What follows belongs to an exercise in optimizing a design on an open flow for small area, a short achievable clock period and few clock cycles; a production flow would make more cautious choices.
Function was checked by simulation only, so behaviour that the tests miss may differ from the original.
No activity file was given, so power comes from the tool's default toggle rates.

Design RV32core, start of the top module:
module RV32core (
    input clk,   
    input rst,   
    output [31:0] imem_addr,
    input  [31:0] imem_rdata,
    output [31:0] dmem_addr,
    output [31:0] dmem_wdata,
    output        dmem_we,
    output [ 1:0] dmem_size,
    input  [31:0] dmem_rdata
);
  reg        e_valid;
  reg [31:0] e_a, e_b, e_imm;
  reg [ 4:0] e_rd;
  reg        e_wr;       
  reg [ 2:0] e_f3;
  reg        e_sub, e_sra, e_load, e_store, e_jal, e_jalr;
  reg        e_lui, e_auipc, e_mul, e_div;
  reg [ 5:0] e_bsel;     
  reg [31:0] fpc;        
  reg        m2_valid;   
  reg [ 4:0] m2_rd;
  wire [31:0] alu_res;
  FU_ALU alu (
      .a(e_a),
      .b(e_b),
      .f3(e_f3),
      .sub(e_sub),
      .sra(e_sra),
      .lt(b_lt),
      .ltu(b_ltu),
      .res(alu_res)
  );
  wire [31:0] addr = e_a + e_imm;
  wire [31:0] pc_tgt = fpc + e_imm;
  reg [30:0] c_gt, c_eq;
  integer ci, cw;
  always @(*) begin
    c_gt = e_a[30:0] & ~e_b[30:0];
    c_eq = ~(e_a[30:0] ^ e_b[30:0]);
    for (cw = 1; cw < 31; cw = cw * 2)
      for (ci = 0; ci < 31; ci = ci + 2 * cw)
        if (ci + cw < 31) begin
          c_gt[ci] = c_gt[ci + cw] | (c_eq[ci + cw] & c_gt[ci]);
          c_eq[ci] = c_eq[ci + cw] & c_eq[ci];
        end
  end
  wire lo_lt = ~c_gt[0] & ~c_eq[0];
  wire hi_eq = ~(e_a[31] ^ e_b[31]);
  wire b_eq = hi_eq & c_eq[0];
  wire b_ltu = (~e_a[31] & e_b[31]) | (hi_eq & lo_lt);
  wire b_lt = (e_a[31] & ~e_b[31]) | (hi_eq & lo_lt);
  wire br_cond = (e_bsel[0] & b_eq) | (e_bsel[1] & ~b_eq) |
                 (e_bsel[2] & b_lt) | (e_bsel[3] & ~b_lt) |
                 (e_bsel[4] & b_ltu) | (e_bsel[5] & ~b_ltu);
  wire taken_pc = e_valid & (e_jal | br_cond);    
  wire taken_reg = e_valid & e_jalr;              
  wire taken = taken_pc | taken_reg;
  wire [31:0] mul_res;
  FU_mul mul (
      .clk(clk),
  ...
Size: ~13000 cells after synthesis, about 1400 flip-flops, ~170 I/O pins.
==> flow/config.mk <==
export PLATFORM = sky130hd
export DESIGN_NAME = RV32core
export DESIGN_NICKNAME = RV32core
export VERILOG_FILES = /design/flow/design.v
export SDC_FILE = /design/flow/constraint.sdc
export NUM_CORES = 4
export LEC_CHECK = 0
export ABC_AREA = 1
export CAP_MARGIN = 20
export CORE_MARGIN = 2
export CORE_UTILIZATION = 40
export PLACE_DENSITY = 0.5
export SLEW_MARGIN = 20
==> flow/constraint.sdc <==
create_clock -name core_clock -period 14.0 [get_ports {clk}]
set_input_delay 2.8000 -clock core_clock [delete_from_list [all_inputs] [get_ports {clk}]]
set_output_delay 2.8000 -clock core_clock [all_outputs]
set_load 0.01 [all_outputs]
standard.sh (not shown) runs the stock make flow with config.mk's settings and CLKGATE_MAP_FILE= SYNTH_SCRIPT=/design/flow/synth_recipe.tcl, a recipe that flattens the netlist after the stock synthesis.
==> flow/flow/run.sh <==
#!/bin/bash
# The standard layout, with timing repair aiming at 8 ns of setup slack
# instead of 0 so that the achieved period keeps shrinking past the target.
set -euo pipefail
bash standard.sh SETUP_SLACK_MARGIN=8 finish > standard_flow.log 2>&1
Testbench counts at the start, summed over its fixed seeds: cycles 12,318.
==> next run, changes <==
--- a/flow/design.v
+++ b/flow/design.v
@@ -1849,53 +1849,54 @@
     input  [31:0] dmem_rdata
 );
   reg        e_valid;
   reg [31:0] e_a, e_b, e_imm;
   reg [ 4:0] e_rd;
   reg        e_wr;       
   reg [ 2:0] e_f3;
   reg        e_sub, e_sra, e_load, e_store, e_jal, e_jalr;
   reg        e_lui, e_auipc, e_mul, e_div;
   reg [ 5:0] e_bsel;     
+  reg [31:0] c_an, c_bn;
   reg [31:0] fpc;        
   reg        m2_valid;   
   reg [ 4:0] m2_rd;
   wire [31:0] alu_res;
   FU_ALU alu (
       .a(e_a),
       .b(e_b),
       .f3(e_f3),
       .sub(e_sub),
       .sra(e_sra),
       .lt(b_lt),
       .ltu(b_ltu),
       .res(alu_res)
   );
   wire [31:0] addr = e_a + e_imm;
   wire [31:0] pc_tgt = fpc + e_imm;
   reg [30:0] c_gt, c_eq;
   integer ci, cw;
   always @(*) begin
-    c_gt = e_a[30:0] & ~e_b[30:0];
-    c_eq = ~(e_a[30:0] ^ e_b[30:0]);
+    c_gt = ~c_an[30:0] & c_bn[30:0];
+    c_eq = ~(c_an[30:0] ^ c_bn[30:0]);
     for (cw = 1; cw < 31; cw = cw * 2)
       for (ci = 0; ci < 31; ci = ci + 2 * cw)
         if (ci + cw < 31) begin
           c_gt[ci] = c_gt[ci + cw] | (c_eq[ci + cw] & c_gt[ci]);
           c_eq[ci] = c_eq[ci + cw] & c_eq[ci];
         end
   end
   wire lo_lt = ~c_gt[0] & ~c_eq[0];
-  wire hi_eq = ~(e_a[31] ^ e_b[31]);
+  wire hi_eq = ~(c_an[31] ^ c_bn[31]);
   wire b_eq = hi_eq & c_eq[0];
-  wire b_ltu = (~e_a[31] & e_b[31]) | (hi_eq & lo_lt);
-  wire b_lt = (e_a[31] & ~e_b[31]) | (hi_eq & lo_lt);
+  wire b_ltu = (c_an[31] & ~c_bn[31]) | (hi_eq & lo_lt);
+  wire b_lt = (~c_an[31] & c_bn[31]) | (hi_eq & lo_lt);
   wire br_cond = (e_bsel[0] & b_eq) | (e_bsel[1] & ~b_eq) |
                  (e_bsel[2] & b_lt) | (e_bsel[3] & ~b_lt) |
                  (e_bsel[4] & b_ltu) | (e_bsel[5] & ~b_ltu);
   wire taken_pc = e_valid & (e_jal | br_cond);    
   wire taken_reg = e_valid & e_jalr;              
   wire taken = taken_pc | taken_reg;
   wire [31:0] mul_res;
   FU_mul mul (
       .clk(clk),
       .ld(e_valid & e_mul),
@@ -2017,20 +2018,22 @@
       fpc <= 32'd0;
     end else begin
       e_valid <= ~hold;
       fpc <= hold ? fetch_pc : fetch_pc + 32'd4;
     end
   end
   always @(posedge clk) begin
     begin
       e_a <= op_a;
       e_b <= op_b;
+      c_an <= ~op_a;
+      c_bn <= ~op_b;
       e_imm <= imm_addr;
       e_rd <= rd;
       e_wr <= (rd != 5'd0) & ~(d_store | d_branch);
       e_f3 <= f3;
       e_sub <= d_op & ~inst[25] & inst[30] & (f3 == 3'd0);
       e_sra <= inst[30];
       e_load <= d_load;
       e_store <= d_store;
       e_jal <= d_jal;
       e_jalr <= d_jalr;
=> Wire length came out higher by 5.1%; power is higher by 5.3%; core utilization went down by 0.16 points; register-to-register slack gets better by 110 ps; flip-flop and latch count increases by 64; worst setup slack gets better by 400 ps; critical path depth went up by 1; maximum frequency climbs by about 6%; worst hold slack gains 4.9 ps; die area increases by about 1.6%; clock skew is about the same; area after synthesis is higher by 1.6%; final area goes up by 1.5%; count of clock-buffer cells in the layout climbs by 14.
Testbench counts after the change, summed over its fixed seeds: cycles 12,318.

port drivers added, routing unchanged:
Ports are ideal in the flow. The routed layouts listed here were re-timed in OpenROAD.
Step 1, drivers: a clkbuf_16 drives clk and a buf_2 each remaining input, both assumed.
Step 2 moves the port delays by t, midway between the first and last clock arrival at a register: inputs arrive t later, outputs are due t later. That takes back most of the time a late clock gives input paths.
Three values: ideal ports, drivers, drivers and shift; two values: the first two.
| run | t (ns) | slack for setup (ns) | worst hold slack (ns) | pins driven straight from the clock port |
|---|---|---|---|---|
| the first run | 0.940 | 6.966 / 6.865 / 6.957 | 0.473 / 0.473 / 0.473 | 1 |
| the second run | 0.958 | 7.369 / 7.262 / 6.972 | 0.478 / 0.478 / 0.478 | 1 |
After both steps setup and hold are still met in every run listed. The setup slack of the second run, which loses most, moves by -0.107 ns with the drivers and by -0.397 ns with both steps.
